Context: an optimization exercise on an open-source flow, tuned for small area. The choices shown serve that exercise and are no tape-out recipe. RTL that was checked went through simulation tests only; none was proved equivalent to the original. The RTL of run 6 was laid out without a check of its function. The clock cells of runs 4 to 8 come from the design's own scripts or RTL, not from TritonCTS. No driver is modelled on the clock port, so clock power and skew are understated where the tree is cut down; a real chip needs a root buffer or a tree. Power figures rest on the tool's default switching activity, not on a simulated workload.

===== flow/flow/remap.abc =====
strash
&get -n
&deepsyn -T 20
&put
dch -f
amap
topo

===== flow/flow/run.sh =====
#!/bin/bash
# Own layout flow: the standard flow, with two changes for area.
#  1. After the standard synthesis, its combinational logic is re-mapped with an
#     area-oriented ABC script (flip-flops untouched: same names, same cells).
#  2. Ports are buffered with buf_1, and CTS inserts no dummy load.
# Each tool's output goes to a log file of its own in the work folder.
set -euo pipefail
W=$(pwd)
LIB=$FLOW_HOME/platforms/sky130hd/lib/sky130_fd_sc_hd__tt_025C_1v80.lib
R=$W/orfs/results/${FLOW_PLATFORM}/traffic_light/base
YOSYS=$(command -v yosys || echo "$FLOW_HOME/../tools/install/yosys/bin/yosys")

bash standard.sh synth > "$W/log_1_std_synth.txt" 2>&1
cp "$R/1_2_yosys.v" "$W/std_1_2_yosys.v"

sed -e "s#@LIB@#$LIB#g" -e "s#@IN@#$W/std_1_2_yosys.v#" -e "s#@OUT@#$W/remap_1_2_yosys.v#" \
    -e "s#@TOP@#$FLOW_TOP#" -e "s#@ABC@#$W/flow/remap.abc#" flow/remap.ys > "$W/remap_run.ys"
ok=0
if "$YOSYS" -s "$W/remap_run.ys" > "$W/log_2_remap.txt" 2>&1; then
  # the flip-flops must be exactly the standard synthesis's
  grep -E '^\s*sky130_fd_sc_hd__df' "$W/std_1_2_yosys.v" | awk '{print $1, $2}' | sort > "$W/ff_std.txt"
  grep -E '^\s*sky130_fd_sc_hd__df' "$W/remap_1_2_yosys.v" | awk '{print $1, $2}' | sort > "$W/ff_remap.txt"
  if [[ -s "$W/ff_std.txt" ]] && cmp -s "$W/ff_std.txt" "$W/ff_remap.txt"; then ok=1; fi
fi
if [[ $ok == 1 ]]; then
  echo "using the re-mapped netlist" > "$W/log_3_choice.txt"
  cp "$W/remap_1_2_yosys.v" "$R/1_2_yosys.v"
  touch "$R/1_2_yosys.v"
  bash standard.sh synth > "$W/log_4_synth_odb.txt" 2>&1
else
  echo "re-map failed or changed the flip-flops: using the standard netlist" > "$W/log_3_choice.txt"
fi

CTS="-sink_clustering_enable -repair_clock_nets -dont_use_dummy_load -buf_list sky130_fd_sc_hd__clkbuf_8"
bash standard.sh finish \
  "BUFFER_PORTS_ARGS=-buffer_cell sky130_fd_sc_hd__buf_1" \
  "CTS_ARGS=$CTS" \
  > "$W/log_5_layout.txt" 2>&1

===== flow/design.v =====
module traffic_light (
	input clk,     
	input rst_n,   
	output [7:0]Row_Scan_Sig,
	output[1:0]Column_Scan_Sig,
	output[1:0]Column_Scan_Sig2,
	output [3:0]ledout
);
localparam [9:0] F0 = 10'b0001110000;
localparam [2:0] M0 = 3'b010;
localparam [1:0] T0 = 2'd2;
localparam [3:0] O0 = 4'd9;
reg [9:0] fx;
reg sp;
reg [2:0] smx;
reg rh;
reg [2:0] rmx;
reg ph;           
reg [1:0] tx;
reg [3:0] ox;
wire [9:0] f = fx ^ F0;
wire [2:0] sm = smx ^ M0;
wire [2:0] rm = rmx ^ M0;
wire [1:0] t = tx ^ T0;      
wire [3:0] o = ox ^ O0;      
wire st = (f == 10'b1000111000);
wire fb = f[9] ^ f[6] ^ st;
wire s9 = sp & ~sm[1] & sm[0];
wire k0 = ~sm[2] & sm[1] & ~sm[0];
wire adv = st & s9;
wire first = ~rm[2] & rm[1] & ~rm[0];
wire r4 = rm[1] & rm[0];
wire r9 = rh & r4;
wire r0 = ~rh & rm[2] & rm[1];
wire rl = r0 & (t == 2'd3);
wire nph = ph ^ rl;
reg [3:0] odec;    
always @(*) begin
	case (o)
		4'd1: odec = 4'd0;
		4'd2: odec = 4'd1;
		4'd3: odec = 4'd2;
		4'd4: odec = 4'd3;
		4'd5: odec = 4'd4;
		4'd6: odec = 4'd5;
		4'd7: odec = 4'd6;
		4'd8: odec = 4'd7;
		4'd9: odec = 4'd8;
		default: odec = (t == 2'd0) ? 4'd5 : 4'd9;
	endcase
end
wire o0 = (o == 4'd0);
wire [1:0] tdec = {t[1] ^ ~t[0], ~t[0]};
wire [1:0] nt = r9 ? (o0 ? tdec : t) : rl ? (ph ? 2'd2 : 2'd1) : t;
wire [3:0] no = r9 ? odec : rl ? (ph ? 4'd9 : 4'd4) : o;
always @(posedge clk or negedge rst_n) begin
	if (~rst_n) begin
		fx <= 10'd0;
		sp <= 1'b0;
		smx <= 3'd0;
		rh <= 1'b0;
		rmx <= 3'd0;
		ph <= 1'b0;
		tx <= 2'd0;
		ox <= 4'd0;
	end else begin
		fx <= {f[8:0], fb} ^ F0;
		if (st) begin
			sp <= ~sp;
			if (~sp)
				smx <= {sm[1:0], ~(sm[2] | sm[1])} ^ M0;
		end
		if (adv) begin
			if (r4)
				rh <= ~rh;
			rmx <= {rm[1:0], ~(rm[2] | rm[1])} ^ M0;
			ph <= nph;
			tx <= nt ^ T0;
			ox <= no ^ O0;
		end
	end
end
wire t12 = t[1] ^ t[0];
wire o5 = o[3] | (o[2] & (o[1] | o[0]));
wire o6 = o[3] | (o[2] & o[1]);
wire ge5c = (t != 2'd3) & (t12 | o5 | rh);
wire ge5a = r9 ? (t12 | o6) : (rl | ((t != 2'd3) & (t12 | o5 | rh | r4)));
wire ge5 = s9 ? ge5a : ge5c;
wire lph = ph ^ (s9 & rl);
wire lfirst = first & ~s9;
assign ledout[0] = ~lph & ge5 & ~lfirst;   
assign ledout[1] = lph;                    
assign ledout[2] = lph & ge5;              
assign ledout[3] = ~lph & ~lfirst;         
wire [3:0] d = k0 ? 4'd8 : sp ? {t[1] & t[0], 1'b0, t[1] & ~t[0], t[0]} : o;
wire [6:0] seg;
assign seg[0] = (~d[3] & ~d[2] & ~d[1] & d[0]) | (d[2] & ~d[1] & ~d[0]);
assign seg[1] = d[2] & (d[1] ^ d[0]);
assign seg[2] = ~d[2] & d[1] & ~d[0];
assign seg[3] = (~d[3] & ~d[2] & ~d[1] & d[0]) | (d[2] & ~d[1] & ~d[0]) | (d[2] & d[1] & d[0]);
assign seg[4] = (d[2] & ~d[1]) | d[0];
assign seg[5] = (~d[3] & ~d[2] & d[0]) | (~d[2] & d[1]) | (d[1] & d[0]);
assign seg[6] = (~d[3] & ~d[2] & ~d[1]) | (d[2] & d[1] & d[0]);
assign Row_Scan_Sig = {~k0, seg};
assign Column_Scan_Sig = (sp | k0) ? 2'b10 : 2'b01;
assign Column_Scan_Sig2 = Column_Scan_Sig;
endmodule

===== flow/constraint.sdc =====
create_clock -name core_clock -period 5.0 [get_ports {clk}]
set_input_delay 1.0000 -clock core_clock [delete_from_list [all_inputs] [get_ports {clk}]]
set_output_delay 1.0000 -clock core_clock [all_outputs]
set_load 0.01 [all_outputs]

===== flow/config.mk =====
export PLATFORM = sky130hd
export DESIGN_NAME = traffic_light
export DESIGN_NICKNAME = traffic_light
export VERILOG_FILES = /design/flow/design.v
export SDC_FILE = /design/flow/constraint.sdc
export NUM_CORES = 4
export LEC_CHECK = 0
export CAP_MARGIN = 20
export CORE_MARGIN = 2
export CORE_UTILIZATION = 85
export SLEW_MARGIN = 20

===== flow/flow/remap.ys =====
# Re-map the combinational logic of the standard synthesis netlist for area.
# The flip-flop instances are kept as they are (same names and cell types).
read_liberty -ignore_miss_func @LIB@
blackbox sky130_fd_sc_hd__df* sky130_fd_sc_hd__conb_1
read_verilog @IN@
hierarchy -top @TOP@
flatten
opt -purge
abc -liberty @LIB@ -dont_use sky130_fd_sc_hd__probe_p_8 -dont_use sky130_fd_sc_hd__probec_p_8 -dont_use sky130_fd_sc_hd__lpflow_bleeder_1 -dont_use sky130_fd_sc_hd__lpflow_clkbufkapwr_1 -dont_use sky130_fd_sc_hd__lpflow_clkbufkapwr_16 -dont_use sky130_fd_sc_hd__lpflow_clkbufkapwr_2 -dont_use sky130_fd_sc_hd__lpflow_clkbufkapwr_4 -dont_use sky130_fd_sc_hd__lpflow_clkbufkapwr_8 -dont_use sky130_fd_sc_hd__lpflow_clkinvkapwr_1 -dont_use sky130_fd_sc_hd__lpflow_clkinvkapwr_16 -dont_use sky130_fd_sc_hd__lpflow_clkinvkapwr_2 -dont_use sky130_fd_sc_hd__lpflow_clkinvkapwr_4 -dont_use sky130_fd_sc_hd__lpflow_clkinvkapwr_8 -dont_use sky130_fd_sc_hd__lpflow_decapkapwr_12 -dont_use sky130_fd_sc_hd__lpflow_decapkapwr_3 -dont_use sky130_fd_sc_hd__lpflow_decapkapwr_4 -dont_use sky130_fd_sc_hd__lpflow_decapkapwr_6 -dont_use sky130_fd_sc_hd__lpflow_decapkapwr_8 -dont_use sky130_fd_sc_hd__lpflow_inputiso0n_1 -dont_use sky130_fd_sc_hd__lpflow_inputiso0p_1 -dont_use sky130_fd_sc_hd__lpflow_inputiso1n_1 -dont_use sky130_fd_sc_hd__lpflow_inputiso1p_1 -dont_use sky130_fd_sc_hd__lpflow_inputisolatch_1 -dont_use sky130_fd_sc_hd__lpflow_isobufsrc_1 -dont_use sky130_fd_sc_hd__lpflow_isobufsrc_16 -dont_use sky130_fd_sc_hd__lpflow_isobufsrc_2 -dont_use sky130_fd_sc_hd__lpflow_isobufsrc_4 -dont_use sky130_fd_sc_hd__lpflow_isobufsrc_8 -dont_use sky130_fd_sc_hd__lpflow_isobufsrckapwr_16 -dont_use sky130_fd_sc_hd__lpflow_lsbuf_lh_hl_isowell_tap_1 -dont_use sky130_fd_sc_hd__lpflow_lsbuf_lh_hl_isowell_tap_2 -dont_use sky130_fd_sc_hd__lpflow_lsbuf_lh_hl_isowell_tap_4 -dont_use sky130_fd_sc_hd__lpflow_lsbuf_lh_isowell_4 -dont_use sky130_fd_sc_hd__lpflow_lsbuf_lh_isowell_tap_1 -dont_use sky130_fd_sc_hd__lpflow_lsbuf_lh_isowell_tap_2 -dont_use sky130_fd_sc_hd__lpflow_lsbuf_lh_isowell_tap_4 -dont_use sky130_fd_sc_hd__fill_1 -dont_use sky130_fd_sc_hd__fill_2 -dont_use sky130_fd_sc_hd__fill_4 -dont_use sky130_fd_sc_hd__fill_8  -script @ABC@
opt_clean -purge
read_liberty -lib -ignore_redef @LIB@
hilomap -singleton -hicell sky130_fd_sc_hd__conb_1 HI -locell sky130_fd_sc_hd__conb_1 LO
splitnets
opt_clean -purge
read_liberty -lib -ignore_redef @LIB@
check -assert
stat -liberty @LIB@
write_verilog -noattr -nohex -nodec @OUT@

===== flow/standard.sh =====
#!/bin/bash
# synth_recipe.tcl (not shown) runs the flow's synth.tcl, then flattens the netlist and writes it again
# the make line also repeats each setting of config.mk as NAME=value (left out here)
make -C /OpenROAD-flow-scripts/flow DESIGN_CONFIG=/design/flow/config.mk WORK_HOME=/design/flow/orfs CLKGATE_MAP_FILE= SYNTH_SCRIPT=/design/flow/synth_recipe.tcl "${@:-finish}"

==> results of run 1 <==
==> impl_metrics.ini, run 1 <==
[floorplan]
start_util_pct = 89.2
dieWidth_microns = 40.7
die_height_microns = 40.7
io_pins = 18
fp-row-count = 13

[synth]
syn_inst = 128
syn-mean-instance-area_sq_um = 8.95
yosys_warnings = 1
synthesis.nets = 130
synthesis.area_sq_um = 1150

[run_status]
error_line = [ERROR GPL-0301] Utilization 104.773 % exceeds 100%.
status = did not finish
haltStage = 3_3_place_gp

[place]
numPortBuffers = 17
==> run 2: changes to the inputs <==
--- a/flow/config.mk
+++ b/flow/config.mk
@@ -9,3 +9,3 @@
 export CORE_MARGIN = 2
-export CORE_UTILIZATION = 85
+export CORE_UTILIZATION = 60
 export SLEW_MARGIN = 20
==> run 2 against run 1 <==
Effect of this change:
- now clean on timing, DRC and antenna
- area after synthesis stayed put
- synthesized cell count stayed put
==> impl_metrics.ini, run 2 <==
[clocking]
cts_htree_levels = 1
post_cts_buffers = 0
numClockSinks = 25
cts_root_buffer = clkbuf_8
tritoncts = yes
hold_buffers = 0
cts_repair_resize_count = 0
cts_buffers = 3
clock_latency_ps = 280
cts_buffer_depth = 2
clk_pin_slew_worst_paths_ps = 90

[finish]
fillers = 143
postLayoutCellArea_sq_um = 1290
finalNetCount = 153
drive_gt1_share_pct = 2.68
final_common_cell = dfrtp_1
fin_util_pct = 73.1
mostFrequentLayoutCells = dfrtp_1 (25), clkinv_1 (23), nor2_1 (22)
antenna_cells = 0
area_delta_synth_final_pct = 12.6
fin_cells = 174

[route]
via_count = 989
drtPass1Iterations = 4
wl_mm = 2.30
wire_per_inst_microns = 13.2
via_per_inst = 5.68
drc = 0
ant_nets = 0
drtIter0Drc = 30

[job]
drv_cap = 0

[worst_setup_path]
worstSetupStartpointType = flop
cp_data_arrival_time_ps = 2460
required_ps = 4000
critPathTopFamily = simple AND/OR/NAND/NOR gates
cp_num_buf_inv = 2
endpoint_kind = output port
cp_slowest_cell = nor3_1
slowest_delay_ps = 460
worstPathCellList = clkinv_1, nor3_1, nand3_1, nor2b_1, a21oi_1, o21a_1, nor3b_1, nor2_1, buf_1
path_class = flop to output port
cp_max_fo = 6

[floorplan]
io_pins = 18
dieArea_sq_um = 2280
start_util_pct = 65.0
fp-row-count = 15
coreArea_sq_um = 1760
die_height_microns = 47.7
dieWidth_microns = 47.7

[synth]
syn_inst = 128
synthesis.area_sq_um = 1150
synthesis.nets = 130
syn-mean-instance-area_sq_um = 8.95
yosys_warnings = 1

[sta]
drv_slew = 0
rsz0062_at_grt = false
slew_headroom_pct = 59.1
max_freq_mhz = 289
setup_viol_count_final = 0
holdWs_ps = 394
clock_skew_ps = 26.3
tns_ps = 0
final.setup.worst_slack_ps = 1540
min_period_ps = 3460
fin_crit_sh_pct = 69.2
timing_hold_violations_final = 0
tightestPinTransition_ps = 608

[place]
dp_cells = 171
dpl_cell_area_sq_um = 1250
post-dp-hpwl_mm = 1.75
gp_congestion = 0.872
numPortBuffers = 17
dp_slack_ps = 1860

[global_route]
grt_max_degree = 26
grt_pass1_wl_mm = 3.59
first_global_vias = 860
grt_use_total_pct = 22.8
overflow = 0
antenna_found_initial = 0

[power]
peakVddDrop_v = 0.000238
p_leak_nw = 0.540
power_density_nw_per_um2 = 246
power_mw = 0.318

[worst_hold_path]
min_path_type = flop to flop

[run_status]
status = no timing/DRC/antenna violations
==> run 2: power by group <==
part / switching [mW] / internal [mW] / leakage (nW) / total, mW
combinational: 0.00374 / 0.000700 / 0.180 / 0.00444
clock: 0.0571 / 0.0539 / 0.0216 / 0.111
sequential: 0 / 0.202 / 0.338 / 0.202
total: 0.0608 / 0.257 / 0.540 / 0.318
==> run 2: cell type report <==
type	instances	area (sq um)	share of cell area, %
Timing Repair Buffer	18	71.3	5.53
Clock buffer	3	41.3	3.20
Tap cell	25	31.3	2.42
Sequential cell	25	626	48.5
Multi-Input combinational cell	80	434	33.7
Inverter	23	86.3	6.69
==> run 2: layer usage <==
metal,global-route usage (%),vias up,share of wire [%]
met3,3.77,5,5.0
met4,8.11,0,1.7
met2,36.3,37,47
li1,-,487,-
met5,0,-,0
met1,31.9,460,46
==> run 2: worst paths after layout <==
kind	start	end	slack (ps)	cells after the start
max in group asynchronous	rst_n	ox[2]	4040	2
min reg2reg	fx[2]	fx[3]	390	0
max	sp	ledout[0]	1540	9
min in group asynchronous	rst_n	smx[1]	680	2
max reg2reg	sp	flop	2440	9
min	fx[2]	fx[3]	390	0
==> run 2: worst reg2reg max path, delay by kind of cell (launching register included) <==
kind	cells	cell delay, ps
and+or+nand+nor	4	1000
AOI/OAI and AO/OA	4	840
DFF	1	440
buffers and inverters	1	150
==> run 3: changes to the inputs <==
--- a/flow/flow/run.sh
+++ b/flow/flow/run.sh
@@ -4,3 +4,5 @@
 #     area-oriented ABC script (flip-flops untouched: same names, same cells).
-#  2. Ports are buffered with buf_1, and CTS inserts no dummy load.
+#  2. Ports are buffered with buf_1.
+#  3. The clock tree is one clkbuf_16 driving every register (cts_one_buffer.tcl,
+#     run as ORFS's PRE_CTS_TCL hook in place of TritonCTS).
 # Each tool's output goes to a log file of its own in the work folder.
@@ -33,6 +35,5 @@
 
-CTS="-sink_clustering_enable -repair_clock_nets -dont_use_dummy_load -buf_list sky130_fd_sc_hd__clkbuf_8"
 bash standard.sh finish \
   "BUFFER_PORTS_ARGS=-buffer_cell sky130_fd_sc_hd__buf_1" \
-  "CTS_ARGS=$CTS" \
+  "PRE_CTS_TCL=$W/flow/cts_one_buffer.tcl" \
   > "$W/log_5_layout.txt" 2>&1
==> flow/flow/cts_one_buffer.tcl (new file) <==
# PRE_CTS_TCL hook: a clock tree of one buffer. The clock port drives a single
# clkbuf_16 placed at the centre of the registers, and that buffer drives every
# register's clock pin, so all registers get the same clock arrival.
rename clock_tree_synthesis orfs_clock_tree_synthesis
proc clock_tree_synthesis { args } {
  set block [ord::get_db_block]
  set port [lindex [get_ports clk] 0]
  set clknet [$block findNet [get_full_name [get_nets -of_objects $port]]]
  set master [[ord::get_db] findMaster sky130_fd_sc_hd__clkbuf_16]
  set buf [odb::dbInst_create $block $master clkbuf_root]
  set net [odb::dbNet_create $block clk_root]
  $net setSigType CLOCK
  set xs 0
  set ys 0
  set n 0
  foreach it [$clknet getITerms] {
    set inst [$it getInst]
    if { [$inst getName] == "clkbuf_root" } { continue }
    set loc [$inst getLocation]
    set xs [expr { $xs + [lindex $loc 0] }]
    set ys [expr { $ys + [lindex $loc 1] }]
    incr n
    $it disconnect
    $it connect $net
  }
  $buf setLocation [expr { $xs / $n }] [expr { $ys / $n }]
  $buf setPlacementStatus PLACED
  [$buf findITerm A] connect $clknet
  [$buf findITerm X] connect $net
  puts "clock_tree_synthesis (one buffer): clkbuf_16 drives $n clock pins"
  set_propagated_clock [all_clocks]
}
--- a/flow/config.mk
+++ b/flow/config.mk
@@ -9,3 +9,3 @@
 export CORE_MARGIN = 2
-export CORE_UTILIZATION = 60
+export CORE_UTILIZATION = 70
 export SLEW_MARGIN = 20
==> run 3 against run 2 <==
Effect of this change:
- the run now fails in 4_1_cts
- area after synthesis stayed put
- synthesized cell count stayed put
==> impl_metrics.ini, run 3 <==
[run_status]
status = did not finish
haltStage = 4_1_cts
error_line = [ERROR STA-0100] unsupported object type Port.

[place]
gp_congestion = 0.896
dp_slack_ps = 1890
numPortBuffers = 17
dp_cells = 162
post-dp-hpwl_mm = 1.67

[synth]
yosys_warnings = 1
syn_inst = 128
syn-mean-instance-area_sq_um = 8.95
synthesis.area_sq_um = 1150
synthesis.nets = 130

[floorplan]
die_height_microns = 44.5
dieWidth_microns = 44.5
io_pins = 18
start_util_pct = 75.2
fp-row-count = 14
[run 3: worst max-delay path by stage]
stage,startpoint,endpoint
2_1_floorplan,sp,ledout[3]
3_3_place_gp,sp,ledout[0]
3_5_place_dp,sp,ledout[0]
[run 3: metrics by stage]
| stage | cell area (sq um) | total power [mW] |
|---|---|---|
| after detailed placement | 1240 | 0.211 |
| after global placement | 1240 | 0.211 |
| after floorplan | 1150 | 0.206 |
[run 3: power groups by stage]
stage / combinational, mW / sequential [mW] / clock, mW
after floorplan: 0.000000155 / 0.206 / 0
after global placement: 0.00452 / 0.206 / 0
after detailed placement: 0.00463 / 0.206 / 0
==> run 4: changes to the inputs <==
--- a/flow/flow/cts_one_buffer.tcl
+++ b/flow/flow/cts_one_buffer.tcl
@@ -6,4 +6,3 @@
   set block [ord::get_db_block]
-  set port [lindex [get_ports clk] 0]
-  set clknet [$block findNet [get_full_name [get_nets -of_objects $port]]]
+  set clknet [[$block findBTerm clk] getNet]
   set master [[ord::get_db] findMaster sky130_fd_sc_hd__clkbuf_16]
==> run 4 against run 3 <==
Effect of this change:
- now clean on timing, DRC and antenna
- area after synthesis unchanged
- synthesized cell count unchanged
==> impl_metrics.ini, run 4 <==
[worst_setup_path]
r2r_slack_ps = 2420
worstSetupStartpointType = flop
cp_max_fo = 6
cp_data_arrival_time_ps = 2350
required_ps = 4000
path_class = flop to output port
reg2regPathDepth = 9
r2r-start = sp
endpoint_kind = output port

[worst_hold_path]
hold_depth = 0
whs_endpoint = fx[3]
holdCritStartpoint = fx[2]
min_path_type = flop to flop

[power]
switching_share_pct = 17.0
p_comb_share_pct = 1.5
p_leak_nw = 0.530
power_density_nw_per_um2 = 228
peakVddDrop_v = 0.000246
p_int_mw = 0.239
seqPwrFrac_pct = 70.1
clkPwrFrac_pct = 28.4
power_mw = 0.288
p_switching_mw = 0.0490

[floorplan]
dieArea_sq_um = 1980
fp-row-count = 14
start_util_pct = 75.2
io_pins = 18
dieWidth_microns = 44.5
die_height_microns = 44.5
coreArea_sq_um = 1520

[route]
wl_mm = 2.13
drtIter0Drc = 29
drtPass1Iterations = 4
ant_nets = 0
via_per_inst = 5.85
via_count = 954
wire_per_inst_microns = 13.0
drc = 0

[synth]
syn-mean-instance-area_sq_um = 8.95
synthesis.area_sq_um = 1150
yosys_warnings = 1
synthesis.nets = 130
syn_inst = 128

[finish]
fillers = 94
fin_cells = 163
antenna_cells = 0
mostFrequentLayoutCells = dfrtp_1 (25), clkinv_1 (23), nor2_1 (22)
finalNetCount = 151
area_delta_synth_final_pct = 10.2
drive_gt1_share_pct = 1.36
final_common_cell = dfrtp_1

[global_route]
first_global_vias = 857
grt_max_degree = 26
antenna_found_initial = 0
grt_pass1_wl_mm = 3.54
grt_use_total_pct = 23.7
overflow = 0

[place]
post-dp-hpwl_mm = 1.67
gp_congestion = 0.896
dp_slack_ps = 1890
dp_cells = 162
numPortBuffers = 17

[sta]
timing_hold_violations_final = 0
slew_headroom_pct = 58.3
tns_ps = 0
tightestPinTransition_ps = 621
rsz0062_at_grt = false
clock_skew_ps = 1.58
max_freq_mhz = 298
drv_slew = 0
final.setup.worst_slack_ps = 1650
setup_viol_count_final = 0
min_period_ps = 3350
fin_crit_sh_pct = 67.0

[clocking]
hold_buffers = 0
clk_pin_slew_worst_paths_ps = 90
cts_repair_resize_count = 0
post_cts_buffers = 0
clock_latency_ps = 150

[job]
drv_cap = 0

[run_status]
status = no timing/DRC/antenna violations
run 4: worst max-delay path by stage:
stage | startpoint | to | slack, ps | cells past startpoint
3_5_place_dp | sp | ledout[0] | 1890 | 9
6_report | sp | ledout[0] | 1650 | 9
3_3_place_gp | sp | ledout[0] | 2040 | 9
2_1_floorplan | sp | ledout[3] | 2200 | 7
4_1_cts | sp | ledout[0] | 1700 | 9
5_1_grt | sp | ledout[0] | 1430 | 9
run 4: area by class of cell:
cell class	instances	area, sq um	share of cell area [%]
inverter	23	86.3	6.84
sequential	25	626	49.6
timing repair buffer	18	71.3	5.65
tap	16	20.0	1.59
multi-input combinational	80	434	34.4
buffer	1	25.0	1.98
run 4: power by group through the flow:
stage / sequential, mW / clock [mW] / combinational, mW
5_1_grt: 0.202 / 0.0891 / 0.00538
3_5_place_dp: 0.206 / 0 / 0.00463
2_1_floorplan: 0.206 / 0 / 0.000000155
6_report: 0.202 / 0.0819 / 0.00436
3_3_place_gp: 0.206 / 0 / 0.00452
4_1_cts: 0.202 / 0.0845 / 0.00461
run 4: worst max-delay path, stage by stage, from the launching register on:
cell and delay, ps:
dfrtp_1 430, clkinv_1 140, nor3_1 470, nand3_1 230
nor2b_1 250, a21oi_1 60, o21a_1 170, nor3b_1 240
nor2_1 80, buf_1 140
run 4: layer usage:
layer | GRT usage (%) | vias to the layer above | share of wire (%)
li1 | - | 485 | -
met1 | 34.7 | 432 | 48
met2 | 39.4 | 35 | 46
met3 | 0.816 | 2 | 4.9
met4 | 5.45 | 0 | 0.80
met5 | 0 | - | 0
run 4: per-stage QoR:
step,area (sq um),hold slack [ps],util [%]
finish,1260,380,82.8
global route,1260,397,82.8
CTS,1260,382,82.8
detailed placement,1240,362,81.2
global placement,1240,355,81.2
floorplan,1150,354,-
==> run 5: changes to the inputs <==
--- a/flow/config.mk
+++ b/flow/config.mk
@@ -8,4 +8,4 @@
 export CAP_MARGIN = 20
-export CORE_MARGIN = 2
-export CORE_UTILIZATION = 70
+export CORE_AREA = 2.3 2.72 57.6 59.9
+export DIE_AREA = 0 0 59.7 62.0
 export SLEW_MARGIN = 20
==> run 5 against run 4 <==
Effect of this change:
- flip-flop and latch count stayed put
- sequential share of layout area down 0.87 points
- design area increased by 1.8%
- global-route usage fell by 11 points
- fmax fell by 1.2%
- total power grew 0.50%
- final cell count rose by 11%
- combinational power rose by 1%
- die area up 87%
- still clean
==> impl_metrics.ini, run 5 <==
[route]
via_count = 944
drtPass1Iterations = 4
wire_per_inst_microns = 12.0
ant_nets = 0
wl_mm = 2.16
via_per_inst = 5.22
drc = 0
drtIter0Drc = 33

[floorplan]
fp-row-count = 21
coreArea_sq_um = 3150
dieWidth_microns = 59.7
io_pins = 18
start_util_pct = 36.3
die_height_microns = 62
dieArea_sq_um = 3700

[finish]
final_common_cell = dfrtp_1
fillers = 326
mostFrequentLayoutCells = dfrtp_1 (25), clkinv_1 (23), nor2_1 (22)
finalNetCount = 151
drive_gt1_share_pct = 1.36
fin_util_pct = 40.8
antenna_cells = 0
postLayoutCellArea_sq_um = 1280
area_delta_synth_final_pct = 12.1
fin_cells = 181

[sta]
fin_crit_sh_pct = 67.8
tightestPinTransition_ps = 656
final.setup.worst_slack_ps = 1610
clock_skew_ps = 1.47
tns_ps = 0
holdWs_ps = 384
min_period_ps = 3390
slew_headroom_pct = 55.9
rsz0062_at_grt = false
timing_hold_violations_final = 0
max_freq_mhz = 295
setup_viol_count_final = 0
drv_slew = 0

[synth]
syn_inst = 128
synthesis.nets = 130
synthesis.area_sq_um = 1150
syn-mean-instance-area_sq_um = 8.95
yosys_warnings = 1

[place]
post-dp-hpwl_mm = 1.74
numPortBuffers = 17
dp_slack_ps = 1810
gp_congestion = 0.789
dpl_cell_area_sq_um = 1260
dp_cells = 180

[clocking]
clock_latency_ps = 150
clk_pin_slew_worst_paths_ps = 90
post_cts_buffers = 0
cts_repair_resize_count = 0
hold_buffers = 0

[worst_setup_path]
endpoint_kind = output port
path_depth = 9
crit_start = sp
critPathTopFamily = simple AND/OR/NAND/NOR gates
slowest_delay_ps = 460
cp_data_arrival_time_ps = 2390
cp_num_buf_inv = 2
worstSetupStartpointType = flop
required_ps = 4000
worstPathCellList = clkinv_1, nor3_1, nand3_1, nor2b_1, a21oi_1, o21a_1, nor3b_1, nor2_1, buf_1
path_class = flop to output port
r2r-start = sp
critPathCapture = ledout[2]
cp_max_fo = 6
r2r_slack_ps = 2470
reg2regPathDepth = 9
cp_slowest_cell = nor3_1

[power]
peakVddDrop_v = 0.000216
clkPwrFrac_pct = 28.7
p_leak_nw = 0.530
p_switching_mw = 0.0503
power_mw = 0.290
p_int_mw = 0.239
p_comb_share_pct = 1.5
seqPwrFrac_pct = 69.7
power_density_nw_per_um2 = 225
switching_share_pct = 17.4

[global_route]
overflow = 0
first_global_vias = 838
grt_pass1_wl_mm = 3.63
antenna_found_initial = 0
grt_use_total_pct = 12.2
grt_max_degree = 26

[worst_hold_path]
min_path_type = flop to flop

[run_status]
status = no timing/DRC/antenna violations

[job]
drv_cap = 0
run 5: layer usage:
layer  share of wire [%]  up-vias  track usage [%]
li1                    -      482                -
met1                  52      438             18.8
met2                  44       22             19.9
met3                 3.1        2            0.414
met4                 1.2        0             1.27
met5                   0        -                0
run 5: worst reg2reg max path, cell delays in order (launching register included):
cell,delay (ps)
dfrtp_1,440
clkinv_1,150
nor3_1,460
nand3_1,210
nor2b_1,250
o211ai_1,190
o21ai_0,340
o21ai_0,200
nand2_1,100
o21ai_0,80
run 5: worst min-delay path by stage:
stage / endpoint / slack [ps] / cells past startpoint / start
global placement: fx[3] / 360 / 0 / fx[2]
global route: fx[8] / 410 / 0 / fx[7]
detailed placement: fx[6] / 360 / 0 / fx[5]
CTS: fx[3] / 390 / 0 / fx[2]
floorplan: fx[3] / 350 / 0 / fx[2]
finish: fx[3] / 380 / 0 / fx[2]
run 5: power groups by stage:
| stage | clock, mW | combinational (mW) | sequential (mW) |
|---|---|---|---|
| 2_1_floorplan | 0 | 0.000000155 | 0.206 |
| 5_1_grt | 0.0923 | 0.00540 | 0.202 |
| 6_report | 0.0833 | 0.00442 | 0.202 |
| 3_3_place_gp | 0 | 0.00473 | 0.206 |
| 3_5_place_dp | 0 | 0.00486 | 0.206 |
| 4_1_cts | 0.0886 | 0.00484 | 0.202 |
run 5: layout make-up:
cell class | count | area (sq um) | share of cell area [%]
plain buffers | 1 | 25.0 | 1.95
inverters | 23 | 86.3 | 6.72
multi-input cells | 80 | 434 | 33.8
flip-flops and latches | 25 | 626 | 48.7
well taps | 34 | 42.5 | 3.31
repair buffers | 18 | 71.3 | 5.55
==> run 6: changes to the inputs <==
--- a/flow/design.v
+++ b/flow/design.v
@@ -8,3 +8,2 @@
 );
-localparam [9:0] F0 = 10'b0001110000;
 localparam [2:0] M0 = 3'b010;
@@ -12,3 +11,3 @@
 localparam [3:0] O0 = 4'd9;
-reg [9:0] fx;
+reg [9:0] f;
 reg sp;
@@ -20,3 +19,2 @@
 reg [3:0] ox;
-wire [9:0] f = fx ^ F0;
 wire [2:0] sm = smx ^ M0;
@@ -25,4 +23,4 @@
 wire [3:0] o = ox ^ O0;      
-wire st = (f == 10'b1000111000);
-wire fb = f[9] ^ f[6] ^ st;
+wire st = (f == 10'b0001000000);
+wire fb = ~(f[9] ^ f[2]) & ~st;
 wire s9 = sp & ~sm[1] & sm[0];
@@ -36,3 +34,6 @@
 wire nph = ph ^ rl;
-reg [3:0] odec;    
+wire o0 = (o == 4'd0);
+wire ev_o = r9 | rl;
+wire ev_t = (r9 & o0) | rl;
+reg [3:0] odec;
 always @(*) begin
@@ -48,12 +49,11 @@
 		4'd9: odec = 4'd8;
-		default: odec = (t == 2'd0) ? 4'd5 : 4'd9;
+		default: odec = (t == 2'd0) ? (ph ? 4'd0 : 4'd5) : 4'd9;
 	endcase
 end
-wire o0 = (o == 4'd0);
-wire [1:0] tdec = {t[1] ^ ~t[0], ~t[0]};
-wire [1:0] nt = r9 ? (o0 ? tdec : t) : rl ? (ph ? 2'd2 : 2'd1) : t;
-wire [3:0] no = r9 ? odec : rl ? (ph ? 4'd9 : 4'd4) : o;
+wire [1:0] tdec = (rl & ~ph) ? 2'd1 : {t[1] ^ ~t[0], ~t[0]};
+wire [1:0] nt = ev_t ? tdec : t;
+wire [3:0] no = ev_o ? odec : o;
 always @(posedge clk or negedge rst_n) begin
 	if (~rst_n) begin
-		fx <= 10'd0;
+		f <= 10'd0;
 		sp <= 1'b0;
@@ -66,3 +66,3 @@
 	end else begin
-		fx <= {f[8:0], fb} ^ F0;
+		f <= {f[8:7], f[6] & ~st, f[5:0], fb};
 		if (st) begin
@@ -94,3 +94,4 @@
 assign ledout[3] = ~lph & ~lfirst;         
-wire [3:0] d = k0 ? 4'd8 : sp ? {t[1] & t[0], 1'b0, t[1] & ~t[0], t[0]} : o;
+wire t3 = t[1] & t[0];
+wire [3:0] d = k0 ? 4'd8 : sp ? {t3, 1'b0, t[1] & ~t[0], t[0]} : {o[3], o[2] | t3, o[1], o[0] | t3};
 wire [6:0] seg;
==> flow/flow/run.sh (replaced) <==
#!/bin/bash
# Own layout flow: the standard flow, with three changes for area.
#  1. After the standard synthesis, its combinational logic is re-mapped with an
#     area-oriented ABC script (flip-flops untouched: same names, same cells).
#     ABC's deepsyn is randomised, so it runs with four seeds and the smallest
#     netlist whose flip-flops match the standard synthesis's is kept.
#  2. Ports are buffered with buf_1.
#  3. The clock tree is one buf_12 driving every register (cts_one_buffer.tcl,
#     run as ORFS's PRE_CTS_TCL hook in place of TritonCTS).
# Each tool's output goes to a log file of its own in the work folder.
set -euo pipefail
W=$(pwd)
LIB=$FLOW_HOME/platforms/sky130hd/lib/sky130_fd_sc_hd__tt_025C_1v80.lib
R=$W/orfs/results/${FLOW_PLATFORM}/traffic_light/base
YOSYS=$(command -v yosys || echo "$FLOW_HOME/../tools/install/yosys/bin/yosys")

bash standard.sh synth > "$W/log_1_std_synth.txt" 2>&1
cp "$R/1_2_yosys.v" "$W/std_1_2_yosys.v"
grep -E '^\s*sky130_fd_sc_hd__df' "$W/std_1_2_yosys.v" | awk '{print $1, $2}' | sort > "$W/ff_std.txt"

for S in 1 2 3 4; do
  sed -e "s#@SEED@#$S#" flow/remap.abc > "$W/remap_$S.abc"
  sed -e "s#@LIB@#$LIB#g" -e "s#@IN@#$W/std_1_2_yosys.v#" -e "s#@OUT@#$W/remap_$S.v#" \
      -e "s#@TOP@#$FLOW_TOP#" -e "s#@ABC@#$W/remap_$S.abc#" flow/remap.ys > "$W/remap_$S.ys"
  ( "$YOSYS" -s "$W/remap_$S.ys" > "$W/log_2_remap_$S.txt" 2>&1 || true ) &
done
wait

best=""
best_area=""
for S in 1 2 3 4; do
  [[ -s "$W/remap_$S.v" ]] || continue
  # the flip-flops must be exactly the standard synthesis's
  grep -E '^\s*sky130_fd_sc_hd__df' "$W/remap_$S.v" | awk '{print $1, $2}' | sort > "$W/ff_remap_$S.txt"
  [[ -s "$W/ff_std.txt" ]] && cmp -s "$W/ff_std.txt" "$W/ff_remap_$S.txt" || continue
  a=$(grep 'Chip area' "$W/log_2_remap_$S.txt" | tail -1 | awk '{print $NF}')
  [[ -n "$a" ]] || continue
  if [[ -z "$best" ]] || awk -v a="$a" -v b="$best_area" 'BEGIN { exit !(a < b) }'; then
    best=$S
    best_area=$a
  fi
done

if [[ -n "$best" ]]; then
  echo "using the re-mapped netlist of seed $best (area $best_area)" > "$W/log_3_choice.txt"
  cp "$W/remap_$best.v" "$R/1_2_yosys.v"
  touch "$R/1_2_yosys.v"
  bash standard.sh synth > "$W/log_4_synth_odb.txt" 2>&1
else
  echo "re-map failed or changed the flip-flops: using the standard netlist" > "$W/log_3_choice.txt"
fi

bash standard.sh finish \
  "BUFFER_PORTS_ARGS=-buffer_cell sky130_fd_sc_hd__buf_1" \
  "PRE_CTS_TCL=$W/flow/cts_one_buffer.tcl" \
  > "$W/log_5_layout.txt" 2>&1
--- a/flow/flow/cts_one_buffer.tcl
+++ b/flow/flow/cts_one_buffer.tcl
@@ -1,3 +1,3 @@
 # PRE_CTS_TCL hook: a clock tree of one buffer. The clock port drives a single
-# clkbuf_16 placed at the centre of the registers, and that buffer drives every
+# buf_12 placed at the centre of the registers, and that buffer drives every
 # register's clock pin, so all registers get the same clock arrival.
@@ -7,3 +7,3 @@
   set clknet [[$block findBTerm clk] getNet]
-  set master [[ord::get_db] findMaster sky130_fd_sc_hd__clkbuf_16]
+  set master [[ord::get_db] findMaster sky130_fd_sc_hd__buf_12]
   set buf [odb::dbInst_create $block $master clkbuf_root]
@@ -28,3 +28,3 @@
   [$buf findITerm X] connect $net
-  puts "clock_tree_synthesis (one buffer): clkbuf_16 drives $n clock pins"
+  puts "clock_tree_synthesis (one buffer): buf_12 drives $n clock pins"
   set_propagated_clock [all_clocks]
==> flow/flow/remap.abc (replaced) <==
strash
&get -n
&deepsyn -T 30 -S @SEED@
&put
dch -f
amap
topo
==> run 6 against run 5 <==
Effect of this change:
- still clean on timing, DRC and antenna
- clock power down 0.6%
- register-to-register slack got worse by 250 ps
- fmax rose by 13%
- critical endpoint is now Row_Scan_Sig[5]
- largest cell class unchanged
==> impl_metrics.ini, run 6 <==
[power]
seqPwrFrac_pct = 69.8
switching_share_pct = 18.7
peakVddDrop_v = 0.000127
power_density_nw_per_um2 = 226
power_mw = 0.289
p_int_mw = 0.235
p_leak_nw = 0.527
clkPwrFrac_pct = 28.6
p_comb_share_pct = 1.6
p_switching_mw = 0.0540

[finish]
drive_gt1_share_pct = 1.34
final_common_cell = dfrtp_1
finalNetCount = 153
mostFrequentLayoutCells = dfrtp_1 (25), clkinv_1 (22), nor2_1 (21)
fin_util_pct = 40.6
postLayoutCellArea_sq_um = 1280
area_delta_synth_final_pct = 11.7
antenna_cells = 0
fin_cells = 183

[global_route]
grt_max_degree = 26
grt_pass1_wl_mm = 3.82
grt_use_total_pct = 12.9
first_global_vias = 814
overflow = 0
antenna_found_initial = 0

[worst_setup_path]
cp_data_arrival_time_ps = 1990
path_class = flop to output port
worstSetupStartpointType = flop
required_ps = 4000
cp_max_fo = 6
r2r_slack_ps = 2220
endpoint_kind = output port

[route]
drtPass1Iterations = 4
wire_per_inst_microns = 12.3
routed-wl-met2_microns = 941
top_layer_used = met4
drc = 0
wl_met3_microns = 83
met1Wirelength_mm = 1.21
drtIter0Drc = 23
via_per_inst = 5.31
via_count = 972
wl_mm = 2.25
ant_nets = 0

[floorplan]
dieWidth_microns = 59.7
coreArea_sq_um = 3150
fp-row-count = 21
start_util_pct = 36.4
die_height_microns = 62
dieArea_sq_um = 3700
io_pins = 18

[clocking]
hold_buffers = 0
post_cts_buffers = 0
cts_repair_resize_count = 0
clock_latency_ps = 130
clk_pin_slew_worst_paths_ps = 100

[synth]
yosys_warnings = 1
synthesis.nets = 132
synthesis.area_sq_um = 1150
syn_inst = 130
syn-mean-instance-area_sq_um = 8.83

[sta]
slew_headroom_pct = 63.7
drv_slew = 0
max_freq_mhz = 334
final.setup.worst_slack_ps = 2010
tightestPinTransition_ps = 540
rsz0062_at_grt = false
min_period_ps = 2990
fin_crit_sh_pct = 59.9
tns_ps = 0
holdWs_ps = 379
setup_viol_count_final = 0
clock_skew_ps = 2.62
timing_hold_violations_final = 0

[place]
dp_cells = 182
post-dp-hpwl_mm = 1.73
gp_congestion = 0.824
numPortBuffers = 17
dpl_cell_area_sq_um = 1260
dp_slack_ps = 2180

[run_status]
status = no timing/DRC/antenna violations

[worst_hold_path]
min_path_type = flop to flop

[job]
drv_cap = 0
[run 6: cell count changes in the layout (fill, tap and decap cells not counted), sizes merged, moves of 3 or more]
cell / previous run / this run
nor4: 3 / 0
o21ai: 7 / 10
nor3: 3 / 9
a211oi: 3 / 0
[run 6: worst max-delay path, stage by stage, from the launching register on]
cell	delay, ps
dfrtp_1	380
clkinv_1	130
nor2_1	340
nor2_1	90
nor2_1	140
nor2_1	60
nor3_1	270
clkinv_1	130
o21ai_0	160
buf_1	170
[run 6: per-layer routing]
layer	vias up	GRT usage [%]
met5	-	0
met4	0	0.952
met3	2	0.621
met2	27	20.5
met1	453	20.4
li1	490	-
[run 6: layout make-up]
class	count	area [sq um]
Sequential cell	25	626
Inverter	22	82.6
Timing Repair Buffer	18	71.3
Multi-Input combinational cell	83	439
Buffer	1	20.0
Fill cell	319	1870
Tap cell	34	42.5
[run 6: worst paths after layout]
check / startpoint / to / depth (start not counted)
max reg2reg: f[0] / ox[2] / 8
min reg2reg: f[4] / f[5] / 0
min: f[4] / f[5] / 0
min in group asynchronous: rst_n / f[4] / 2
max: tx[0] / Row_Scan_Sig[5] / 9
max in group asynchronous: rst_n / smx[0] / 2
[run 6: power by group through the flow]
stage          Clock (mW)  Combinational, mW  Sequential [mW]
6_report           0.0828            0.00457            0.202
5_1_grt            0.0918            0.00559            0.202
4_1_cts            0.0847            0.00488            0.202
3_5_place_dp            0            0.00486            0.206
3_3_place_gp            0            0.00468            0.206
2_1_floorplan           0        0.000000160            0.206
==> run 7: changes to the inputs <==
--- a/flow/design.v
+++ b/flow/design.v
@@ -8,3 +8,4 @@
 );
-localparam [2:0] M0 = 3'b010;
+localparam [2:0] Q0 = 3'b101;
+localparam [2:0] RM0 = 3'b010;
 localparam [1:0] T0 = 2'd2;
@@ -13,3 +14,3 @@
 reg sp;
-reg [2:0] smx;
+reg [2:0] qx;
 reg rh;
@@ -19,4 +20,4 @@
 reg [3:0] ox;
-wire [2:0] sm = smx ^ M0;
-wire [2:0] rm = rmx ^ M0;
+wire [2:0] q = qx ^ Q0;
+wire [2:0] rm = rmx ^ RM0;
 wire [1:0] t = tx ^ T0;      
@@ -25,5 +26,18 @@
 wire fb = ~(f[9] ^ f[2]) & ~st;
-wire s9 = sp & ~sm[1] & sm[0];
-wire k0 = ~sm[2] & sm[1] & ~sm[0];
-wire adv = st & s9;
+wire k0 = ~sp & q[2] & ~q[1] & q[0];
+wire s5 = sp & q[2];
+wire adv = st & ~sp & ~q[2] & ~q[1] & q[0];
+reg [2:0] nq;
+always @(*) begin
+	if (sp)
+		nq = q[2] ? 3'b100 : q;
+	else
+		case (q)
+			3'b000: nq = 3'b001;
+			3'b001: nq = {1'b1, t};
+			3'b010: nq = 3'b011;
+			3'b100: nq = 3'b010;
+			default: nq = 3'b000;
+		endcase
+end
 wire first = ~rm[2] & rm[1] & ~rm[0];
@@ -32,4 +46,4 @@
 wire r0 = ~rh & rm[2] & rm[1];
-wire rl = r0 & (t == 2'd3);
-wire nph = ph ^ rl;
+wire t3 = t[1] & t[0];
+wire rl = r0 & t3;
 wire o0 = (o == 4'd0);
@@ -53,4 +67,2 @@
 wire [1:0] tdec = (rl & ~ph) ? 2'd1 : {t[1] ^ ~t[0], ~t[0]};
-wire [1:0] nt = ev_t ? tdec : t;
-wire [3:0] no = ev_o ? odec : o;
 always @(posedge clk or negedge rst_n) begin
@@ -59,3 +71,3 @@
 		sp <= 1'b0;
-		smx <= 3'd0;
+		qx <= 3'd0;
 		rh <= 1'b0;
@@ -69,4 +81,3 @@
 			sp <= ~sp;
-			if (~sp)
-				smx <= {sm[1:0], ~(sm[2] | sm[1])} ^ M0;
+			qx <= nq ^ Q0;
 		end
@@ -75,6 +86,8 @@
 				rh <= ~rh;
-			rmx <= {rm[1:0], ~(rm[2] | rm[1])} ^ M0;
-			ph <= nph;
-			tx <= nt ^ T0;
-			ox <= no ^ O0;
+			rmx <= {rm[1:0], ~(rm[2] | rm[1])} ^ RM0;
+			ph <= ph ^ rl;
+			if (ev_t)
+				tx <= tdec ^ T0;
+			if (ev_o)
+				ox <= odec ^ O0;
 		end
@@ -82,16 +95,11 @@
 end
-wire t12 = t[1] ^ t[0];
 wire o5 = o[3] | (o[2] & (o[1] | o[0]));
-wire o6 = o[3] | (o[2] & o[1]);
-wire ge5c = (t != 2'd3) & (t12 | o5 | rh);
-wire ge5a = r9 ? (t12 | o6) : (rl | ((t != 2'd3) & (t12 | o5 | rh | r4)));
-wire ge5 = s9 ? ge5a : ge5c;
-wire lph = ph ^ (s9 & rl);
-wire lfirst = first & ~s9;
-assign ledout[0] = ~lph & ge5 & ~lfirst;   
-assign ledout[1] = lph;                    
-assign ledout[2] = lph & ge5;              
-assign ledout[3] = ~lph & ~lfirst;         
-wire t3 = t[1] & t[0];
-wire [3:0] d = k0 ? 4'd8 : sp ? {t3, 1'b0, t[1] & ~t[0], t[0]} : {o[3], o[2] | t3, o[1], o[0] | t3};
+wire ge5 = ~t3 & (t[1] | t[0] | o5 | rh);
+assign ledout[0] = ~ph & ge5 & ~first;   
+assign ledout[1] = ph;                   
+assign ledout[2] = ph & ge5;             
+assign ledout[3] = ~ph & ~first;         
+wire [1:0] ts = s5 ? q[1:0] : t;
+wire ts3 = ts[1] & ts[0];
+wire [3:0] d = k0 ? 4'd8 : sp ? {ts3, 1'b0, ts[1] & ~ts[0], ts[0]} : {o[3], o[2] | t3, o[1], o[0] | t3};
 wire [6:0] seg;
--- a/flow/flow/run.sh
+++ b/flow/flow/run.sh
@@ -4,3 +4,3 @@
 #     area-oriented ABC script (flip-flops untouched: same names, same cells).
-#     ABC's deepsyn is randomised, so it runs with four seeds and the smallest
+#     ABC's deepsyn is randomised, so it runs (twice in a row) with four seeds and the smallest
 #     netlist whose flip-flops match the standard synthesis's is kept.
==> flow/flow/remap.abc (replaced) <==
strash
&get -n
&deepsyn -T 25 -S @SEED@
&put
dch -f
amap
strash
&get -n
&deepsyn -T 25 -S 1@SEED@
&put
dch -f
amap
topo
==> run 7 against run 6 <==
Effect of this change:
- still clean on timing, DRC and antenna
- register-to-register slack got worse by 920 ps
- sequential share of layout area rose by 1.2 points
- total power fell by 1.4%
- clock power fell by 5.0%
- worst hold slack got worse by 6.0 ps
- combinational power fell by 5.3%
- critical endpoint is now ox[2]
==> impl_metrics.ini, run 7 <==
[sta]
min_period_ps = 3700
tns_ps = 0
fin_crit_sh_pct = 74.0
drv_slew = 0
timing_hold_violations_final = 0
slew_headroom_pct = 59.0
setup_viol_count_final = 0
rsz0062_at_grt = false
max_freq_mhz = 270
holdWs_ps = 373
tightestPinTransition_ps = 609
clock_skew_ps = 1.20

[route]
drtPass1Iterations = 4
drc = 0
drtIter0Drc = 43
ant_nets = 0
wire_per_inst_microns = 11.6
via_per_inst = 5.02
wl_mm = 2.06
via_count = 894

[worst_setup_path]
crit_start = f[0]
path_class = flop to flop
slowest_delay_ps = 510
cp_data_arrival_time_ps = 3710
required_ps = 5010
worstSetupStartpointType = flop
cp_num_buf_inv = 1
critPathCapture = ox[2]
timing.rr.end = ox[2]
r2r_slack_ps = 1300
endpoint_kind = flop
cp_slowest_cell = or4_1
critPathTopFamily = simple AND/OR/NAND/NOR gates
reg2regPathDepth = 11
path_depth = 11
worstPathCellList = or4_1, nor3_1, o21ai_0, nor3_1, nand2_1, nor4_1, clkinv_1, nand2_1, o21ai_0, a21oi_1, o22ai_1
r2r-start = f[0]
cp_max_fo = 6

[synth]
synthesis.nets = 127
syn_inst = 125
syn-mean-instance-area_sq_um = 8.94
yosys_warnings = 1
synthesis.area_sq_um = 1120

[finish]
final_common_cell = dfrtp_1
finalNetCount = 148
largest_register_ffs = 10
area_delta_synth_final_pct = 12.0
mostFrequentLayoutCells = dfrtp_1 (25), clkinv_1 (23), buf_1 (17)
fillers = 322
antenna_cells = 0
top_register = f
reg_top3 = f (10), ox (4), rmx (3)
drive_gt1_share_pct = 1.39

[floorplan]
start_util_pct = 35.4
fp-row-count = 21
io_pins = 18
coreArea_sq_um = 3150
die_height_microns = 62
dieArea_sq_um = 3700
dieWidth_microns = 59.7

[global_route]
antenna_found_initial = 0
grt_max_degree = 26
overflow = 0
first_global_vias = 824
grt_pass1_wl_mm = 3.40
grt_use_total_pct = 11.5

[power]
switching_share_pct = 17.5
p_switching_mw = 0.0498
p_int_mw = 0.235
seqPwrFrac_pct = 70.9
clkPwrFrac_pct = 27.6
power_density_nw_per_um2 = 228
power_mw = 0.285
p_leak_nw = 0.526
peakVddDrop_v = 0.0000896
p_comb_share_pct = 1.5

[clocking]
clk_pin_slew_worst_paths_ps = 90
post_cts_buffers = 0
clock_latency_ps = 130
cts_repair_resize_count = 0
hold_buffers = 0

[place]
gp_congestion = 0.697
post-dp-hpwl_mm = 1.64
numPortBuffers = 17

[job]
drv_cap = 0

[worst_hold_path]
min_path_type = flop to flop

[run_status]
status = no timing/DRC/antenna violations
==> run 7: worst min path at each step <==
stage          from    to  slack [ps]  cells past startpoint
6_report       f[5]  f[6]         370                      0
3_5_place_dp   f[5]  f[6]         360                      0
5_1_grt        f[0]  f[1]         390                      0
2_1_floorplan  f[4]  f[5]         350                      0
3_3_place_gp   f[0]  f[1]         350                      0
4_1_cts        f[5]  f[6]         380                      0
==> run 7: worst register-to-register path: cells and delay by family, from the launching register on <==
kind / cells / cell delay [ps]
flops: 1 / 380
compound gates: 4 / 820
buf+inv: 1 / 180
simple gates: 6 / 2210
==> run 7: metrics by stage <==
step	cells	area, sq um	setup WS [ps]	utilization [%]
final	178	1250	1300	39.7
after global routing	178	1250	891	39.7
after CTS	178	1250	1290	39.7
after detailed placement	177	1230	1340	39.0
after global placement	177	1230	1510	39.0
after floorplan	125	1120	1780	-
==> run 7: power by group through the flow <==
| stage | clock network [mW] | registers, mW | logic, mW |
|---|---|---|---|
| final | 0.0787 | 0.202 | 0.00433 |
| after global routing | 0.0897 | 0.202 | 0.00538 |
| after CTS | 0.0827 | 0.202 | 0.00475 |
| after detailed placement | 0 | 0.206 | 0.00475 |
| after global placement | 0 | 0.206 | 0.00466 |
| after floorplan | 0 | 0.206 | 0.000000160 |
==> run 7: layout make-up <==
type	count	area (sq um)	area share (%)
inverters	23	86.3	6.90
plain buffers	1	20.0	1.60
well taps	34	42.5	3.40
multi-input cells	77	405	32.4
flip-flops and latches	25	626	50.0
repair buffers	18	71.3	5.70
==> run 7: routing by layer <==
metal / vias up / part of all wire, % / wire, microns / global-route usage, %
met5: - / 0 / 0 / 0
met2: 17 / 43 / 897 / 18.8
met3: 4 / 2.9 / 59 / 0.828
li1: 468 / - / - / -
met1: 405 / 51 / 1060 / 16.9
met4: 0 / 2.4 / 50 / 2.54
==> run 8: changes to the inputs <==
--- a/flow/design.v
+++ b/flow/design.v
@@ -48,20 +48,12 @@
 wire rl = r0 & t3;
-wire o0 = (o == 4'd0);
+wire tz = (t == 2'd0);
+wire o0 = o[3] & ~o[0];
+wire o5 = o[0];             
 wire ev_o = r9 | rl;
 wire ev_t = (r9 & o0) | rl;
-reg [3:0] odec;
-always @(*) begin
-	case (o)
-		4'd1: odec = 4'd0;
-		4'd2: odec = 4'd1;
-		4'd3: odec = 4'd2;
-		4'd4: odec = 4'd3;
-		4'd5: odec = 4'd4;
-		4'd6: odec = 4'd5;
-		4'd7: odec = 4'd6;
-		4'd8: odec = 4'd7;
-		4'd9: odec = 4'd8;
-		default: odec = (t == 2'd0) ? (ph ? 4'd0 : 4'd5) : 4'd9;
-	endcase
-end
+wire [3:0] odec;
+assign odec[3] = o[2] & o[1];
+assign odec[2] = (~o[3] & o[1]) | (o[2] & o[0]) | (tz & o[1]);
+assign odec[1] = ~o[2] | (~o[3] & o[1]) | (tz & ph & o[3] & ~o[0]);
+assign odec[0] = ~((~o[3] & ~o[0]) | (o[2] & ~o[1]) | (tz & ph & ~o[0]));
 wire [1:0] tdec = (rl & ~ph) ? 2'd1 : {t[1] ^ ~t[0], ~t[0]};
@@ -95,3 +87,2 @@
 end
-wire o5 = o[3] | (o[2] & (o[1] | o[0]));
 wire ge5 = ~t3 & (t[1] | t[0] | o5 | rh);
@@ -102,13 +93,19 @@
 wire [1:0] ts = s5 ? q[1:0] : t;
-wire ts3 = ts[1] & ts[0];
-wire [3:0] d = k0 ? 4'd8 : sp ? {ts3, 1'b0, ts[1] & ~ts[0], ts[0]} : {o[3], o[2] | t3, o[1], o[0] | t3};
-wire [6:0] seg;
-assign seg[0] = (~d[3] & ~d[2] & ~d[1] & d[0]) | (d[2] & ~d[1] & ~d[0]);
-assign seg[1] = d[2] & (d[1] ^ d[0]);
-assign seg[2] = ~d[2] & d[1] & ~d[0];
-assign seg[3] = (~d[3] & ~d[2] & ~d[1] & d[0]) | (d[2] & ~d[1] & ~d[0]) | (d[2] & d[1] & d[0]);
-assign seg[4] = (d[2] & ~d[1]) | d[0];
-assign seg[5] = (~d[3] & ~d[2] & d[0]) | (~d[2] & d[1]) | (d[1] & d[0]);
-assign seg[6] = (~d[3] & ~d[2] & ~d[1]) | (d[2] & d[1] & d[0]);
-assign Row_Scan_Sig = {~k0, seg};
+wire [6:0] segt;
+assign segt[0] = ~ts[1] & ts[0];
+assign segt[1] = 1'b0;
+assign segt[2] = ts[1] & ~ts[0];
+assign segt[3] = ~ts[1] & ts[0];
+assign segt[4] = ts[0];
+assign segt[5] = ts[1] ^ ts[0];
+assign segt[6] = ~ts[1];
+wire [6:0] sego;
+assign sego[0] = ~o[3] & o[2] & ~o[0];
+assign sego[1] = (o[3] & o[2] & o[0]) | t3;
+assign sego[2] = ~o[2] & o[1] & ~o[0];
+assign sego[3] = ~o[3] & o[2];
+assign sego[4] = ~o[1] | (~o[3] & o[2]) | t3;
+assign sego[5] = (~o[2] & ~o[0]) | (~o[3] & o[2] & o[1]);
+assign sego[6] = o[1] & o[2] & ~t3 & ~(o[3] & o[0]);
+assign Row_Scan_Sig = {~k0, sp ? segt : (sego & {7{~k0}})};
 assign Column_Scan_Sig = (sp | k0) ? 2'b10 : 2'b01;
==> run 8 against run 7 <==
Effect of this change:
- critical path depth grew 4
- via count shrank 1.3%
- synthesized cell count shrank 2.4%
- design area shrank 1.8%
- clock skew grew 0.79 ps
- wire length grew 1.9%
- clock power grew 3.7%
- flip-flop and latch count is the same
- global-route usage grew 0.65 points
- sequential share of layout area grew 0.92 points
- combinational power grew 4%
- largest cell class unchanged
==> impl_metrics.ini, run 8 <==
[power]
peakVddDrop_v = 0.000118
power_mw = 0.288
power_density_nw_per_um2 = 235
p_leak_nw = 0.505

[worst_setup_path]
cp_data_arrival_time_ps = 4060
worstSetupStartpointType = flop
timing.rr.end = tx[1]
reg2regPathDepth = 15
worstPathCellList = or4_1, nor3_1, o21ai_0, clkinv_1, nand2_1, nor2_1, clkinv_1, nor3_1, clkinv_1, o21ai_0, clkinv_1, o31ai_1, o21ai_0, nand2_1, o21ai_0
required_ps = 5020
cp_num_buf_inv = 4
r2r_slack_ps = 950
path_depth = 15
r2r-start = f[4]
critPathTopFamily = simple AND/OR/NAND/NOR gates
slowest_delay_ps = 520
endpoint_kind = flop
path_class = flop to flop
cp_max_fo = 6
cp_slowest_cell = or4_1

[floorplan]
fp-row-count = 21
coreArea_sq_um = 3150
start_util_pct = 34.7
io_pins = 18
dieArea_sq_um = 3700
dieWidth_microns = 59.7
die_height_microns = 62

[route]
wire_per_inst_microns = 12.0
drtPass1Iterations = 4
drc = 0
via_per_inst = 5.04
via_count = 882
ant_nets = 0
drtIter0Drc = 55
wl_mm = 2.10

[finish]
antenna_cells = 0
fin_util_pct = 39.0
drive_gt1_share_pct = 1.42
finalNetCount = 145
largest_register_ffs = 10
area_delta_synth_final_pct = 12.2
top_register = f
reg_top3 = f (10), ox (4), rmx (3)
mostFrequentLayoutCells = clkinv_1 (26), dfrtp_1 (25), nor2_1 (21)
final_common_cell = clkinv_1

[run_status]
status = no timing/DRC/antenna violations

[sta]
slew_headroom_pct = 71.1
setup_viol_count_final = 0
timing_hold_violations_final = 0
clock_skew_ps = 1.98
max_freq_mhz = 247
tightestPinTransition_ps = 430
fin_crit_sh_pct = 80.9
min_period_ps = 4050
drv_slew = 0
tns_ps = 0
rsz0062_at_grt = false

[job]
drv_cap = 0

[place]
numPortBuffers = 17
post-dp-hpwl_mm = 1.66
gp_congestion = 0.872

[global_route]
overflow = 0
grt_max_degree = 26
grt_pass1_wl_mm = 3.60
antenna_found_initial = 0
grt_use_total_pct = 12.2
first_global_vias = 787

[clocking]
clk_pin_slew_worst_paths_ps = 100
post_cts_buffers = 0
clock_latency_ps = 130
cts_repair_resize_count = 0
hold_buffers = 0

[synth]
synthesis.area_sq_um = 1090
synthesis.nets = 124
yosys_warnings = 1
syn-mean-instance-area_sq_um = 8.97
syn_inst = 122

[worst_hold_path]
whs_endpoint = f[4]
holdCritStartpoint = f[3]
hold_depth = 0
min_path_type = flop to flop
run 8: per-stage QoR:
stage / instance area, sq um / setup WS (ps) / instances / hold slack (ps)
3_3_place_gp: 1210 / 1180 / 174 / 352
5_1_grt: 1230 / 515 / 175 / 390
4_1_cts: 1230 / 1010 / 175 / 378
2_1_floorplan: 1090 / 1600 / 122 / 346
3_5_place_dp: 1210 / 1040 / 174 / 355
6_report: 1230 / 954 / 175 / 375
run 8: report_power, final:
part | switching [mW] | internal, mW | total, mW
registers | 0 | 0.202 | 0.202
clock network | 0.0490 | 0.0326 | 0.0816
logic | 0.00379 | 0.000700 | 0.00449
run 8: worst max path at each step:
stage	slack [ps]	endpoint	from
6_report	950	tx[1]	f[4]
5_1_grt	520	tx[1]	f[4]
4_1_cts	1010	tx[1]	f[4]
3_5_place_dp	1040	tx[1]	f[4]
3_3_place_gp	1180	tx[1]	f[4]
2_1_floorplan	1600	tx[1]	f[4]
run 8: worst reg2reg max path, delay by kind of cell, from the launching register on:
| kind | cells | cell delay (ps) |
|---|---|---|
| and+or+nand+nor | 6 | 1690 |
| DFF | 1 | 390 |
| AOI/OAI and AO/OA | 5 | 1170 |
| buffers and inverters | 4 | 660 |
run 8: per-layer routing:
metal,share of wire [%],track usage [%],vias to the layer above
met4,0.86,1.27,0
met5,0,0,-
met3,2.9,0.621,2
li1,-,-,457
met2,43,19.9,17
met1,54,18.6,406
run 8: cell type report:
class                           instances  area, sq um
Buffer                                  1         20.0
Fill cell                             300         1920
Inverter                               26         97.6
Multi-Input combinational cell         71          372
Sequential cell                        25          626
Tap cell                               34         42.5
Timing Repair Buffer                   18         71.3

## re-timing with driven ports
The results above use ideal ports. As a check the final layouts listed here were re-extracted and re-timed, cells and wires unchanged. Step 1: set_driving_cell puts a clkbuf_16 on clk and a buf_2 on each other input, an assumption about the parent block. Step 2 moves the port delays by t, midway between the first and last clock arrival at a register: inputs arrive t later, outputs are due t later. That takes back most of the time a late clock gives input paths. Slacks: no drivers / after step 1 / after step 2; pairs: no drivers / after step 1.
run | shift t [ns] | setup WS [ns] | hold slack, ns
run 2 | 0.285 | 1.541 / 1.517 / 1.803 | 0.394 / 0.394 / 0.394
run 4 | 0.176 | 1.649 / 1.622 / 1.799 | 0.380 / 0.380 / 0.380
run 5 | 0.181 | 1.608 / 1.578 / 1.760 | 0.384 / 0.384 / 0.384
run 6 | 0.161 | 2.007 / 1.976 / 2.137 | 0.379 / 0.379 / 0.379
run 7 | 0.157 | 1.298 / 1.298 / 1.298 | 0.373 / 0.373 / 0.373
run 8 | 0.158 | 0.954 / 0.954 / 0.954 | 0.375 / 0.375 / 0.375
After both steps setup and hold are still met in every run listed.
